Source: an optimization exercise on an open RTL-to-GDS flow (aim: small area). Production flows keep margins and buffers that such runs may drop. At most, simulation tests tie the RTL to the original design; equivalence was not proved. No activity file was given, so power comes from the tool's default toggle rates.

## uart
module uart #(
    parameter DATA_WIDTH = 8,
    parameter FIFO_DEPTH = 16
) (
    input  logic        clk_i,
    input  logic        rst_ni,
    input  logic        stb_i,
    input  logic [ 1:0] adr_i,
    input  logic [ 3:0] byte_sel_i,
    input  logic        we_i,
    input  logic [31:0] dat_i,
    output logic [31:0] dat_o,
    input  logic        uart_rx_i,
    output logic        uart_tx_o
);
For scale: ~890 cells after synthesis, roughly 350 flip-flops, ~76 I/O pins, roughly 15000 um2 of cells after synthesis.
==> module uart_tx, before the edit <==
module uart_tx (
    input  logic        clk_i,
    input  logic        rst_ni,
    input  logic [15:0] baud_div_i,
    input  logic        tx_we_i,    
    input  logic        tx_en_i,
    input  logic [ 7:0] din_i,
    output logic        empty_o,
    output logic        full_o,
    output logic        tx_bit_o
);
  function automatic logic [7:0] mux16(input logic [127:0] m, input logic [3:0] s);
    logic [63:0] l1;
    logic [31:0] l2;
    logic [15:0] l3;
    for (int i = 0; i < 8; i++) l1[8*i+:8] = s[0] ? m[16*i+8+:8] : m[16*i+:8];
    for (int i = 0; i < 4; i++) l2[8*i+:8] = s[1] ? l1[16*i+8+:8] : l1[16*i+:8];
    for (int i = 0; i < 2; i++) l3[8*i+:8] = s[2] ? l2[16*i+8+:8] : l2[16*i+:8];
    mux16 = s[3] ? l3[15:8] : l3[7:0];
  endfunction
  localparam logic [3:0] P_STOP = 4'b0000, P_IDLE = 4'b0001, P_START = 4'b0111;
  logic [  3:0] phase;
  logic [ 15:0] baud_counter;
  logic [135:0] mem;
  logic [  4:0] count;
  logic         tick, go, pop, push;
  logic [ 16:0] bc_inc;
  logic [  7:0] cur;
  assign empty_o = (count == 5'd0);
  assign full_o  = count[4];
  logic [16:0] carry;
  always_comb begin
    carry[0] = 1'b1;
    for (int i = 0; i < 16; i++) begin
      bc_inc[i]  = baud_counter[i] ^ carry[i];
      carry[i+1] = baud_counter[i] & carry[i];
    end
    bc_inc[16] = carry[16];
  end
  assign tick   = (bc_inc == {1'b0, baud_div_i});
  assign go     = tx_en_i && !empty_o;
  assign pop    = go && (phase == P_IDLE || (phase == P_STOP && tick));
  assign push   = tx_we_i && !full_o;
  shift_fifo #(
      .DEPTH(16),
      .EXTRA(1)
  ) tx_buffer (
      .clk  (clk_i),
      .rst  (!rst_ni),
      .wr_en(push),
      .rd_en(pop),
      .wdata(din_i),
      .mem  (mem),
      .count(count)
  );
  assign cur = count[4] ? mem[135:128] : mux16(mem[127:0], count[3:0]);
  always_comb begin
    if (phase[3]) tx_bit_o = cur[phase[2:0]];
    else tx_bit_o = (phase != P_START);
  end
  always_ff @(posedge clk_i or negedge rst_ni) begin
    if (!rst_ni) begin
      phase <= P_IDLE;
    end else begin
      if (phase == P_IDLE) begin
        if (go) phase <= P_START;
      end else if (tick) begin
        if (phase == P_STOP) phase <= go ? P_START : P_IDLE;
        else phase <= phase + 4'd1;
      end
    end
  end
  always_ff @(posedge clk_i) begin
    if (phase == P_IDLE || tick) baud_counter <= '0;
    else baud_counter <= bc_inc[15:0];
  end
endmodule
==> module uart_rx, before the edit <==
module uart_rx (
    input  logic        clk_i,
    input  logic        rst_ni,
    input  logic [15:0] baud_div_i,
    input  logic        rx_re_i,    
    input  logic        rx_en_i,
    input  logic        rx_bit_i,
    output logic [ 7:0] dout_o,     
    output logic        full_o,
    output logic        empty_o
);
  function automatic logic [7:0] mux16(input logic [127:0] m, input logic [3:0] s);
    logic [63:0] l1;
    logic [31:0] l2;
    logic [15:0] l3;
    for (int i = 0; i < 8; i++) l1[8*i+:8] = s[0] ? m[16*i+8+:8] : m[16*i+:8];
    for (int i = 0; i < 4; i++) l2[8*i+:8] = s[1] ? l1[16*i+8+:8] : l1[16*i+:8];
    for (int i = 0; i < 2; i++) l3[8*i+:8] = s[2] ? l2[16*i+8+:8] : l2[16*i+:8];
    mux16 = s[3] ? l3[15:8] : l3[7:0];
  endfunction
  localparam logic [3:0] P_STOP = 4'b0000, P_IDLE = 4'b0001, P_START = 4'b0111;
  logic [  3:0] phase;
  logic [ 15:0] baud_counter;
  logic [  7:0] shift;
  logic [127:0] mem;
  logic [  4:0] count;
  logic         mid_tick, end_tick, rx_we;
  logic [15:0] bc_inc;
  logic [16:0] carry;
  always_comb begin
    carry[0] = 1'b1;
    for (int i = 0; i < 16; i++) begin
      bc_inc[i]  = baud_counter[i] ^ carry[i];
      carry[i+1] = baud_counter[i] & carry[i];
    end
  end
  assign mid_tick = (baud_counter == {1'b0, baud_div_i[15:1]});
  assign end_tick = (baud_counter == baud_div_i);
  assign empty_o = (count == 5'd0);
  assign full_o  = count[4];
  assign rx_we   = (phase == P_STOP) && end_tick && !full_o;
  shift_fifo #(
      .DEPTH(16),
      .EXTRA(0)
  ) rx_buffer (
      .clk  (clk_i),
      .rst  (!rst_ni),
      .wr_en(rx_we),
      .rd_en(rx_re_i),
      .wdata(shift),
      .mem  (mem),
      .count(count)
  );
  assign dout_o = mux16(mem, count[3:0]);
  always_ff @(posedge clk_i or negedge rst_ni) begin
    if (!rst_ni) begin
      phase <= P_IDLE;
    end else begin
      if (phase == P_IDLE) begin
        if (rx_en_i && !rx_bit_i && !full_o) phase <= P_START;
      end else if (mid_tick) begin
        if (phase == P_START) phase <= rx_bit_i ? P_IDLE : 4'b1000;
        else if (phase == P_STOP) begin
          if (rx_bit_i) phase <= P_IDLE;
        end else phase <= phase + 4'd1;
      end
    end
  end
  always_ff @(posedge clk_i) begin
    if (phase == P_IDLE || end_tick) baud_counter <= '0;
    else baud_counter <= bc_inc;
  end
  always_ff @(posedge clk_i) begin
    if (phase[3] && mid_tick) shift <= {rx_bit_i, shift[7:1]};
  end
endmodule
==> flow/config.mk <==
export PLATFORM = sky130hd
export DESIGN_NAME = uart
export DESIGN_NICKNAME = uart
export VERILOG_FILES = /design/flow/design.v
export SDC_FILE = /design/flow/constraint.sdc
export NUM_CORES = 4
export LEC_CHECK = 0
export CAP_MARGIN = 20
export CORE_MARGIN = 2
export CORE_UTILIZATION = 40
export PLACE_DENSITY = 0.6
export SLEW_MARGIN = 20
==> flow/constraint.sdc <==
create_clock -name core_clock -period 10.0 [get_ports {clk_i}]
set_input_delay 2.0000 -clock core_clock [delete_from_list [all_inputs] [get_ports {clk_i}]]
set_output_delay 2.0000 -clock core_clock [all_outputs]
set_load 0.01 [all_outputs]
standard.sh (not shown) runs the stock make flow with config.mk's settings and CLKGATE_MAP_FILE= SYNTH_SCRIPT=/design/flow/synth_recipe.tcl, a recipe that flattens the netlist after the stock synthesis.
==> flow/flow/run.sh <==
#!/bin/bash
# Standard layout with two changes: clock tree without dummy loads, and
# port buffers of the smallest buffer cell.
set -euo pipefail
export CTS_ARGS="-sink_clustering_enable -repair_clock_nets -dont_use_dummy_load -buf_list sky130_fd_sc_hd__clkbuf_8 -sink_clustering_size 20 -sink_clustering_max_diameter 40"
export BUFFER_PORTS_ARGS="-buffer_cell sky130_fd_sc_hd__buf_1"
bash standard.sh > standard.log 2>&1
The baseline ran to the end with no violations.
Edit:
--- a/flow/design.v
+++ b/flow/design.v
@@ -50,13 +50,5 @@
   assign empty_o = (count == 5'd0);
   assign full_o  = count[4];
-  logic [16:0] carry;
-  always_comb begin
-    carry[0] = 1'b1;
-    for (int i = 0; i < 16; i++) begin
-      bc_inc[i]  = baud_counter[i] ^ carry[i];
-      carry[i+1] = baud_counter[i] & carry[i];
-    end
-    bc_inc[16] = carry[16];
-  end
+  assign bc_inc = {1'b0, baud_counter} + 17'd1;
   assign tick   = (bc_inc == {1'b0, baud_div_i});
   assign go     = tx_en_i && !empty_o;
@@ -124,13 +116,4 @@
   logic [  4:0] count;
   logic         mid_tick, end_tick, rx_we;
-  logic [15:0] bc_inc;
-  logic [16:0] carry;
-  always_comb begin
-    carry[0] = 1'b1;
-    for (int i = 0; i < 16; i++) begin
-      bc_inc[i]  = baud_counter[i] ^ carry[i];
-      carry[i+1] = baud_counter[i] & carry[i];
-    end
-  end
   assign mid_tick = (baud_counter == {1'b0, baud_div_i[15:1]});
   assign end_tick = (baud_counter == baud_div_i);
@@ -167,5 +150,5 @@
   always_ff @(posedge clk_i) begin
     if (phase == P_IDLE || end_tick) baud_counter <= '0;
-    else baud_counter <= bc_inc;
+    else baud_counter <= baud_counter + 16'd1;
   end
   always_ff @(posedge clk_i) begin
Via count came out higher by a little under a tenth.
Total power came out lower by a few percent.
Sequential share of layout area came out lower by 1.3 points.
Sequential cell count does not change.
Register-to-register slack gets better by 1.4 ns.
Sequential power came out lower by a few percent.
Clock power came out higher by a few percent.
Clock-buffer cell count came out higher by 2.
Worst setup slack gets better by 0.47 ns.
Wire length came out higher by a few percent.
Combinational power came out lower by about a fifth.
Synthesized cell count came out higher by roughly a tenth.
Final cell count came out higher by a few percent.
Cell area came out higher by a few percent.
Only the layout flow was run in the first run of this note; the RTL was not checked for function there.

==> separate check: timing with driven ports <==
The results above use ideal ports. As a check the final layouts listed here were re-extracted and re-timed, cells and wires unchanged.
Step 1, drivers: a clkbuf_16 drives clk_i and a buf_2 each remaining input, both assumed.
Step 2 moves the port delays by t, midway between the first and last clock arrival at a register: inputs arrive t later, outputs are due t later. That takes back most of the time a late clock gives input paths.
a / b / c = ideal / step 1 / step 2; a / b = the first two.
run	t (ns)	setup WS [ns]	worst register clock-pin slew, ns
the first run	0.598	4.174 / 4.174 / 4.174	0.09 / 0.09
the second run	0.611	4.646 / 4.598 / 4.991	0.08 / 0.08
After both steps setup and hold are still met in every run listed.
